From an optimization exercise on the open Yosys and OpenROAD flow, aimed at small area and a short achievable clock period; shortcuts taken in it are not production practice. At most, simulation tests tie the RTL to the original design; equivalence was not proved. The flow treats the clock pin as an ideal source, which a real chip does not have. Power is estimated from default activity; no workload was simulated.

==> build 90 <==
// karatsaub
module karatsaub (
    input             clk,
    input             rst,
    input             in_valid,
    input      [31:0] in_a,
    input      [31:0] in_b,
    output            out_valid,
    output reg [63:0] out_c
);
    reg [3:0] vld;
    always @(posedge clk or posedge rst) begin
        if (rst) vld <= 0;
        else     vld <= {vld[2:0], in_valid};
    end
    assign out_valid = vld[3];
    reg r1_n64;
    reg r1_n65;
    reg r1_n66;
    reg r1_n67;
    reg r1_n68;
    reg r1_n69;
    reg r1_n70;
    reg r1_n71;
    reg r1_n72;
    reg r1_n73;
    reg r1_n74;
    reg r1_n75;
    reg r1_n76;
    reg r1_n77;
    reg r1_n78;
    reg r1_n79;
    reg r1_n80;
    reg r1_n81;
    reg r1_n82;
    reg r1_n83;
    reg r1_n84;
    reg r1_n85;
    reg r1_n86;
    reg r1_n87;
    reg r1_n88;
    reg r1_n89;
    reg r1_n90;
    reg r1_n91;
    reg r1_n92;
    reg r1_n93;
    reg r1_n94;
    reg r1_n95;
    reg r1_n96;
    reg r1_n97;
    reg r1_n98;
    reg r1_n133;
    reg r1_n134;
    reg r1_n135;
    reg r1_n170;
    reg r1_n171;
    reg r1_n172;
    reg r1_n207;
    reg r1_n208;
    reg r1_n209;
    reg r1_n244;
    reg r1_n245;
    reg r1_n246;
    reg r1_n281;
    reg r1_n282;
    reg r1_n283;
    reg r1_n318;
    reg r1_n319;
    reg r1_n320;
    reg r1_n355;
  ...
export LEC_CHECK = 0
export CAP_MARGIN = 20
export CORE_MARGIN = 2
export CORE_UTILIZATION = 60
export CTS_CLUSTER_DIAMETER = 200
export CTS_CLUSTER_SIZE = 15
export SLEW_MARGIN = 20
export SYNTH_HIERARCHICAL = 1
export TNS_END_PERCENT = 50
create_clock -name core_clock -period 10.0 [get_ports {clk}]
standard.sh (not shown) runs the stock make flow with config.mk's settings and CLKGATE_MAP_FILE= SYNTH_SCRIPT=/design/flow/synth_recipe.tcl, a recipe that flattens the netlist after the stock synthesis.
==> flow/flow/run.sh <==
#!/bin/bash
# Layout flow: the standard synthesis unchanged, then the standard ORFS
# layout steps with timing repair aimed below the clock period (a larger
# setup slack margin), and before CTS the port buffers made plain
# buffers (pre_cts.tcl).  Each step's output goes to its own log.
set -e
bash standard.sh synth > synth.log 2>&1
bash standard.sh SETUP_SLACK_MARGIN=6.95 PRE_CTS_TCL=$PWD/flow/pre_cts.tcl HOOK_IN_BUF=sky130_fd_sc_hd__buf_1 HOOK_OUT_BUF=sky130_fd_sc_hd__buf_2 HOOK_FF_SIZE=1 HOOK_R1_SIZE=4  finish > layout.log 2>&1
==> flow/flow/pre_cts.tcl <==
# Port buffers: plain buffers instead of delay cells; output-stage flops
# optionally one size up (HOOK_FF_SIZE).  Only drive strengths and buffer
# types change.
set block [ord::get_db_block]
foreach bterm [$block getBTerms] {
  set net [$bterm getNet]
  if {$net == "NULL"} continue
  set name [$bterm getName]
  if {$name == "clk"} continue
  if {[$bterm getIoType] == "INPUT"} {
    foreach it [$net getITerms] {
      set inst [$it getInst]
      set m [[$inst getMaster] getName]
      if {[string match "*dlybuf*" $m] || [string match "*dlygate*" $m]} {
        replace_cell [$inst getName] $::env(HOOK_IN_BUF)
      }
    }
  } else {
    foreach it [$net getITerms] {
      if {![$it isOutputSignal]} continue
      set inst [$it getInst]
      replace_cell [$inst getName] $::env(HOOK_OUT_BUF)
      # the flop behind the output buffer
      foreach it2 [$inst getITerms] {
        if {![$it2 isInputSignal]} continue
        set n2 [$it2 getNet]
        foreach it3 [$n2 getITerms] {
          if {![$it3 isOutputSignal]} continue
          set f [$it3 getInst]
          set fm [[$f getMaster] getName]
          if {$::env(HOOK_FF_SIZE) != 1 && [regsub {_1$} $fm "_$::env(HOOK_FF_SIZE)" nm]} {
            if {[string match "*df*" $fm]} { replace_cell [$f getName] $nm }
          }
        }
      }
    }
  }
}
if {[info exists ::env(HOOK_R1_SIZE)] && $::env(HOOK_R1_SIZE) != ""} {
  foreach inst [$block getInsts] {
    set iname [$inst getName]
    if {![string match "r1_*" $iname]} continue
    set m [[$inst getMaster] getName]
    if {![string match "*dfxtp*" $m]} continue
    foreach it [$inst getITerms] {
      if {![$it isOutputSignal]} continue
      set n [$it getNet]
      if {$n == "NULL"} continue
      if {[llength [$n getITerms]] > 17} { replace_cell $iname sky130_fd_sc_hd__dfxtp_$::env(HOOK_R1_SIZE) }
    }
  }
}
==> trial 3 (differences from build 90) <==
--- a/flow/config.mk
+++ b/flow/config.mk
@@ -13,3 +13,2 @@
 export SLEW_MARGIN = 20
 export SYNTH_HIERARCHICAL = 1
-export TNS_END_PERCENT = 50
==> trial 91 (differences from build 90) <==
--- a/flow/config.mk
+++ b/flow/config.mk
@@ -8,8 +8,7 @@
 export CAP_MARGIN = 20
 export CORE_MARGIN = 2
-export CORE_UTILIZATION = 60
+export CORE_UTILIZATION = 65
 export CTS_CLUSTER_DIAMETER = 200
 export CTS_CLUSTER_SIZE = 15
 export SLEW_MARGIN = 20
 export SYNTH_HIERARCHICAL = 1
-export TNS_END_PERCENT = 50
==> qor summary <==
| metric | trial 3 | trial 91 | build 90 |
|---|---|---|---|
| Outcome | complete, no violations | complete, no violations | complete, no violations |
| Area of the multi-input gates | 20,400 um2 | 20,400 um2 | 20,400 um2 |
| Startpoint of the lowest-slack hold path | r2_n1262_0 | r3_n1497 | r2_n1498 |
| Slowest Stage Delay on Critical Path | 0.35 ns | 0.36 ns | 0.61 ns |
| Wire length of the first global-routing pass | 146,000 um | 145,000 um | 146,000 um |
| GRT met2 Usage | 53.3% | 56.7% | 53.3% |
| Clock network contribution to total cell area | 2.93% | 2.92% | 2.94% |
| Final GP Congestion | 0.864 | 0.898 | 0.864 |
| Fraction of the cycle the final worst path needs | 30.4% | 30.6% | 31.2% |
| Arrival time at the worst endpoint | 1.04 ns | 1.06 ns | 3.56 ns |
| # placed instances | 3,297 | 3,235 | 3,297 |
| Period minus WS final | 3.04 ns | 3.06 ns | 3.12 ns |
| Placed wire-length estimate after detailed placement | 60,700 um | 59,800 um | 60,700 um |
| CTS resizes | 5 | 10 | 3 |
| Starting Density | 60.6% | 65.5% | 60.6% |
| Routed wire length | 95,000 um | 94,600 um | 95,000 um |
| Category of the critical setup timing path | flip-flop to primary output | flip-flop to primary output | flip-flop to flip-flop |
| Die extent in y | 232 um | 223 um | 232 um |
| Combinational fraction of design power | 57.3% | 56.9% | 57.3% |
| Cell area reported after detailed placement | 32,700 um2 | 32,600 um2 | 32,700 um2 |
| Power in combinational cells | 6410 uW | 6310 uW | 6410 uW |
| Met1 usage in global routing | 50.2% | 53.0% | 50.2% |
| Number of antenna violations at the first check in global routing | 2 | 4 | 2 |
| Met2 Routed Length | 40,800 um | 40,200 um | 40,900 um |
| Maximum vdd drop | 0.221 mV | 0.220 mV | 0.221 mV |

* * *

==> inputs of 05-23 <==
karatsaub, a different RTL version from the one above (not shown whole).
clock: 10.0 ns
lec_check: 0
abc_area: 1
cap_margin: 20
core_margin: 2
core_utilization: 65
slew_margin: 20
synth_hierarchical: 1
==> flow/flow/run.sh <==
#!/bin/bash
# Layout flow: the standard synthesis unchanged, then the standard ORFS
# layout steps with timing repair aimed below the clock period (a larger
# setup slack margin).  Each step's output goes to its own log.
set -e
bash standard.sh synth > synth.log 2>&1
bash standard.sh SETUP_SLACK_MARGIN=6.95 finish > layout.log 2>&1
==> 03-17: changes against 05-23 <==
- CORE_UTILIZATION: 65 -> 40
- CTS_CLUSTER_DIAMETER: unset -> 200
- CTS_CLUSTER_SIZE: unset -> 15
==> 02-24: changes against 05-23 <==
--- a/flow/design.v
+++ b/flow/design.v
@@ -382,20 +382,23 @@
     reg r3_n1241_0;
     reg r3_n1242_0;
     reg r3_n1242_1;
     reg r3_n1243_0;
     reg r3_n1244_0;
+    reg r3_n1244_1;
     reg r3_n1245_0;
     reg r3_n1246_0;
     reg r3_n1246_1;
     reg r3_n1247_0;
     reg r3_n1248_0;
+    reg r3_n1248_1;
     reg r3_n1249_0;
     reg r3_n1250_0;
     reg r3_n1250_1;
     reg r3_n1251_0;
     reg r3_n1252_0;
+    reg r3_n1252_1;
     reg r3_n1253_0;
     reg r3_n1254_0;
     reg r3_n1254_1;
     reg r3_n1255_0;
     reg r3_n1255_1;
@@ -421,13 +424,10 @@
     reg r3_n1289;
     reg r3_n1291;
     reg r3_n1293;
     reg r2_n1307;
     reg r3_n1331;
-    reg r3_n1335;
-    reg r3_n1339;
-    reg r3_n1343;
     reg r3_n1373;
     reg r2_n1623;
     reg r3_n1623;
     reg r2_n1624;
     reg r3_n1624;
@@ -1928,11 +1928,11 @@
     wire n1128_0, n1128_1;
     fa u1128 (.a(r2_n1125_0), .b(r2_n1126_0), .c(r2_n1116_1), .s(n1128_0), .co(n1128_1));
     wire n1129_0, n1129_1;
     fa u1129 (.a(r2_n1117_1), .b(r2_n1127_0), .c(n1118_1), .s(n1129_0), .co(n1129_1));
     wire n1130_0, n1130_1;
-    fa u1130 (.a(n1128_0), .b(n1129_0), .c(n1119_1), .s(n1130_0), .co(n1130_1));
+    fa u1130 (.a(n1128_0), .b(n1119_1), .c(n1129_0), .s(n1130_0), .co(n1130_1));
     wire n1131_0, n1131_1;
     fa u1131 (.a(1'b1), .b(n686), .c(n382), .s(n1131_0), .co(n1131_1));
     wire n1132_0, n1132_1;
     fa u1132 (.a(n416), .b(n450), .c(n484), .s(n1132_0), .co(n1132_1));
     wire n1133_0, n1133_1;
@@ -1966,11 +1966,11 @@
     wire n1147_0, n1147_1;
     fa u1147 (.a(r2_n1144_0), .b(r2_n1145_0), .c(r2_n1136_1), .s(n1147_0), .co(n1147_1));
     wire n1148_0, n1148_1;
     fa u1148 (.a(r2_n1137_1), .b(r2_n1146_0), .c(n1138_1), .s(n1148_0), .co(n1148_1));
     wire n1149_0, n1149_1;
-    fa u1149 (.a(n1147_0), .b(n1148_0), .c(n1139_1), .s(n1149_0), .co(n1149_1));
+    fa u1149 (.a(n1147_0), .b(n1139_1), .c(n1148_0), .s(n1149_0), .co(n1149_1));
     wire n1150_0, n1150_1;
     fa u1150 (.a(1'b1), .b(n688), .c(n418), .s(n1150_0), .co(n1150_1));
     wire n1151_0, n1151_1;
     fa u1151 (.a(n452), .b(n486), .c(n520), .s(n1151_0), .co(n1151_1));
     wire n1152_0, n1152_1;
@@ -2262,19 +2262,19 @@
     wire n1330 = n1279 & n1278;
     wire n1331 = n1240_1 | (n1240_0 & n1239_1);
     wire n1332 = r3_n1240_0 & n1280;
     wire n1333 = r3_n1281 | (n1282 & r3_n1239_1);
     wire n1334 = n1282 & n1280;
-    wire n1335 = n1244_1 | (n1244_0 & n1283);
+    wire n1335 = r3_n1244_1 | (r3_n1244_0 & r3_n1283);
     wire n1336 = r3_n1244_0 & n1284;
     wire n1337 = r3_n1285 | (n1286 & r3_n1283);
     wire n1338 = n1286 & n1284;
-    wire n1339 = n1248_1 | (n1248_0 & n1287);
+    wire n1339 = r3_n1248_1 | (r3_n1248_0 & r3_n1287);
     wire n1340 = r3_n1248_0 & n1288;
     wire n1341 = r3_n1289 | (n1290 & r3_n1287);
     wire n1342 = n1290 & n1288;
-    wire n1343 = n1252_1 | (n1252_0 & n1291);
+    wire n1343 = r3_n1252_1 | (r3_n1252_0 & r3_n1291);
     wire n1344 = r3_n1252_0 & n1292;
     wire n1345 = r3_n1293 | (n1294 & r3_n1291);
     wire n1346 = n1294 & n1292;
     wire n1347 = r3_n1140_0 & r3_n1254_1;
     wire n1348 = r3_n1140_0 & n1295;
@@ -2324,11 +2324,11 @@
     wire n1398 = n1334 & n1330;
     wire n1399 = r3_n1246_1 | (r3_n1246_0 & n1337);
     wire n1400 = r3_n1246_0 & n1338;
     wire n1401 = r3_n1287 | (n1288 & n1337);
     wire n1402 = n1288 & n1338;
-    wire n1403 = r3_n1339 | (n1340 & n1337);
+    wire n1403 = n1339 | (n1340 & n1337);
     wire n1404 = n1340 & n1338;
     wire n1405 = n1341 | (n1342 & n1337);
     wire n1406 = n1342 & n1338;
     wire n1407 = r3_n1120_0 & n1345;
     wire n1408 = r3_n1120_0 & n1346;
@@ -2378,11 +2378,11 @@
     wire n1462 = n1398 & n1390;
     wire n1463 = r3_n1250_1 | (r3_n1250_0 & n1405);
     wire n1464 = r3_n1250_0 & n1406;
     wire n1465 = r3_n1291 | (n1292 & n1405);
     wire n1466 = n1292 & n1406;
-    wire n1467 = r3_n1343 | (n1344 & n1405);
+    wire n1467 = n1343 | (n1344 & n1405);
     wire n1468 = n1344 & n1406;
     wire n1469 = n1345 | (n1346 & n1405);
     wire n1470 = n1346 & n1406;
     wire n1471 = n1407 | (n1408 & n1405);
     wire n1472 = n1408 & n1406;
@@ -2452,11 +2452,11 @@
     wire n1554 = n1490 & n1478;
     wire n1555 = n1491 | (n1492 & n1477);
     wire n1556 = n1492 & n1478;
     wire n1559 = r3_n1242_1 | (r3_n1242_0 & n1525);
     wire n1561 = r3_n1283 | (n1284 & n1525);
-    wire n1563 = r3_n1335 | (n1336 & n1525);
+    wire n1563 = n1335 | (n1336 & n1525);
     wire n1565 = n1337 | (n1338 & n1525);
     wire n1567 = n1399 | (n1400 & n1525);
     wire n1569 = n1401 | (n1402 & n1525);
     wire n1571 = n1403 | (n1404 & n1525);
     wire n1573 = n1405 | (n1406 & n1525);
@@ -2895,20 +2895,23 @@
         r3_n1241_0 <= n1241_0;
         r3_n1242_0 <= n1242_0;
         r3_n1242_1 <= n1242_1;
         r3_n1243_0 <= n1243_0;
         r3_n1244_0 <= n1244_0;
+        r3_n1244_1 <= n1244_1;
         r3_n1245_0 <= n1245_0;
         r3_n1246_0 <= n1246_0;
         r3_n1246_1 <= n1246_1;
         r3_n1247_0 <= n1247_0;
         r3_n1248_0 <= n1248_0;
+        r3_n1248_1 <= n1248_1;
         r3_n1249_0 <= n1249_0;
         r3_n1250_0 <= n1250_0;
         r3_n1250_1 <= n1250_1;
         r3_n1251_0 <= n1251_0;
         r3_n1252_0 <= n1252_0;
+        r3_n1252_1 <= n1252_1;
         r3_n1253_0 <= n1253_0;
         r3_n1254_0 <= n1254_0;
         r3_n1254_1 <= n1254_1;
         r3_n1255_0 <= n1255_0;
         r3_n1255_1 <= n1255_1;
@@ -2934,13 +2937,10 @@
         r3_n1289 <= n1289;
         r3_n1291 <= n1291;
         r3_n1293 <= n1293;
         r2_n1307 <= n1307;
         r3_n1331 <= n1331;
-        r3_n1335 <= n1335;
-        r3_n1339 <= n1339;
-        r3_n1343 <= n1343;
         r3_n1373 <= n1373;
         r2_n1623 <= n1623;
         r3_n1623 <= r2_n1623;
         r2_n1624 <= n1624;
         r3_n1624 <= r2_n1624;
==> flow/flow/run.sh (replaced) <==
#!/bin/bash
# Layout flow: the standard synthesis unchanged, then the standard ORFS
# layout steps with timing repair aimed below the clock period (a larger
# setup slack margin), and before CTS the port buffers made plain
# buffers (pre_cts.tcl).  Each step's output goes to its own log.
set -e
bash standard.sh synth > synth.log 2>&1
bash standard.sh SETUP_SLACK_MARGIN=6.95 PRE_CTS_TCL=$PWD/flow/pre_cts.tcl HOOK_IN_BUF=sky130_fd_sc_hd__buf_1 HOOK_OUT_BUF=sky130_fd_sc_hd__buf_4 HOOK_FF_SIZE=2  finish > layout.log 2>&1
==> flow/flow/pre_cts.tcl (new file) <==
# Port buffers: plain buffers instead of delay cells; output-stage flops
# one size up.  Only drive strengths and buffer types change.
set block [ord::get_db_block]
foreach bterm [$block getBTerms] {
  set net [$bterm getNet]
  if {$net == "NULL"} continue
  set name [$bterm getName]
  if {$name == "clk"} continue
  if {[$bterm getIoType] == "INPUT"} {
    foreach it [$net getITerms] {
      set inst [$it getInst]
      set m [[$inst getMaster] getName]
      if {[string match "*dlybuf*" $m] || [string match "*dlygate*" $m]} {
        replace_cell [$inst getName] $::env(HOOK_IN_BUF)
      }
    }
  } else {
    foreach it [$net getITerms] {
      if {![$it isOutputSignal]} continue
      set inst [$it getInst]
      replace_cell [$inst getName] $::env(HOOK_OUT_BUF)
      # the flop behind the output buffer
      foreach it2 [$inst getITerms] {
        if {![$it2 isInputSignal]} continue
        set n2 [$it2 getNet]
        foreach it3 [$n2 getITerms] {
          if {![$it3 isOutputSignal]} continue
          set f [$it3 getInst]
          set fm [[$f getMaster] getName]
          if {[regsub {_1$} $fm "_$::env(HOOK_FF_SIZE)" nm]} {
            if {[string match "*df*" $fm]} { replace_cell [$f getName] $nm }
          }
        }
      }
    }
  }
}
- CORE_UTILIZATION: 65 -> 60
- CTS_CLUSTER_DIAMETER: unset -> 200
- CTS_CLUSTER_SIZE: unset -> 15
==> summary.txt <==
	05-23	03-17	02-24
Status	timing/DRC/antenna clean	timing/DRC/antenna clean	timing/DRC/antenna clean
CP max-delay cell	dfrtp_1	dfxtp_2	dfrtp_2
Static leakage	15.2 nW	14.7 nW	14.6 nW
Buffer share of cell area	0.0414	0.0381	0.0331
Fin worst setup slack	6.93 ns	6.92 ns	6.92 ns
End point of the worst hold path	r3_n1230_0$_DFF_P_	out_c[4]$_DFF_P_	out_c[4]$_DFF_P_
Met3 wirelength from detailed routing	12700 µm	11900 µm	12500 µm
Number of global-route vias before repair	26500	24900	25800
Sequential standard cell area	0.00966 mm²	0.00970 mm²	0.00973 mm²
Final HPWL from detailed placement	59500 µm	60500 µm	59600 µm
Post-synthesis share of cell area spent on xor and xnor gates	0.150	0.150	0.151
Largest voltage drop on the vdd net	0.227 mV	0.168 mV	0.197 mV
Achievable Freq	0.326 GHz	0.325 GHz	0.324 GHz
Layout filler cell count	3529	7544	4361
Growth of design area from synthesis to finish	9.60%	8.50%	6.56%
Wire length reported by the detailed router	95800 µm	99600 µm	97900 µm
Clock tree root driver cell	clkbuf_16	clkbuf_16	-
Buffers plus inverters on the worst setup path	1	0	1
Proportion of cell area occupied by registers	0.271	0.275	0.282
Routability cong.	0.912	0.854	0.875
Arrival time at the worst endpoint	1.07 ns	3.51 ns	1.08 ns
Power consumed by the clock network	1.99 mW	1.40 mW	1.35 mW
Global-route met2 utilization	0.571	0.375	0.552
Critical Path Source	vld[3]$_DFF_PP0_	r1_n600$_DFF_P_	vld[3]$_DFF_PP0_
CP Capture Type	output port	flop	output port
Total placed cells including tap cells	3631	4015	3635
No functional check of the RTL was part of any run of this note.

[afterwards: timing with drivers on the ports]
How much do the figures lean on ideal ports? The routed layouts below were timed once more, with nothing changed but the port constraints.
Step 1 sets driving cells, clkbuf_16 on the clock port and buf_2 on the other inputs (assumed; they add their load-dependent delay and slew).
Step 2 moves the port delays by t, midway between the first and last clock arrival at a register: inputs arrive t later, outputs are due t later. That takes back most of the time a late clock gives input paths.
Three values: no drivers, after step 1, after step 2; two values: the first two.
run	t (ns)	setup WS [ns]	worst slew at a driven data input, ns
build 90	0.631	6.881 / 6.879 / 6.881	0.08
trial 3	0.631	6.956 / 6.892 / 6.958	0.09
trial 91	0.629	6.943 / 6.884 / 6.960	0.09
05-23	0.659	6.935 / 6.871 / 6.956	0.08
03-17	0.646	6.921 / 6.876 / 6.900	0.07
02-24	0.637	6.917 / 6.854 / 6.982	0.04
After both steps setup and hold are still met in every run listed. The setup slack of 03-17, which loses most, moves by -0.045 ns with the drivers and by -0.021 ns with both steps.
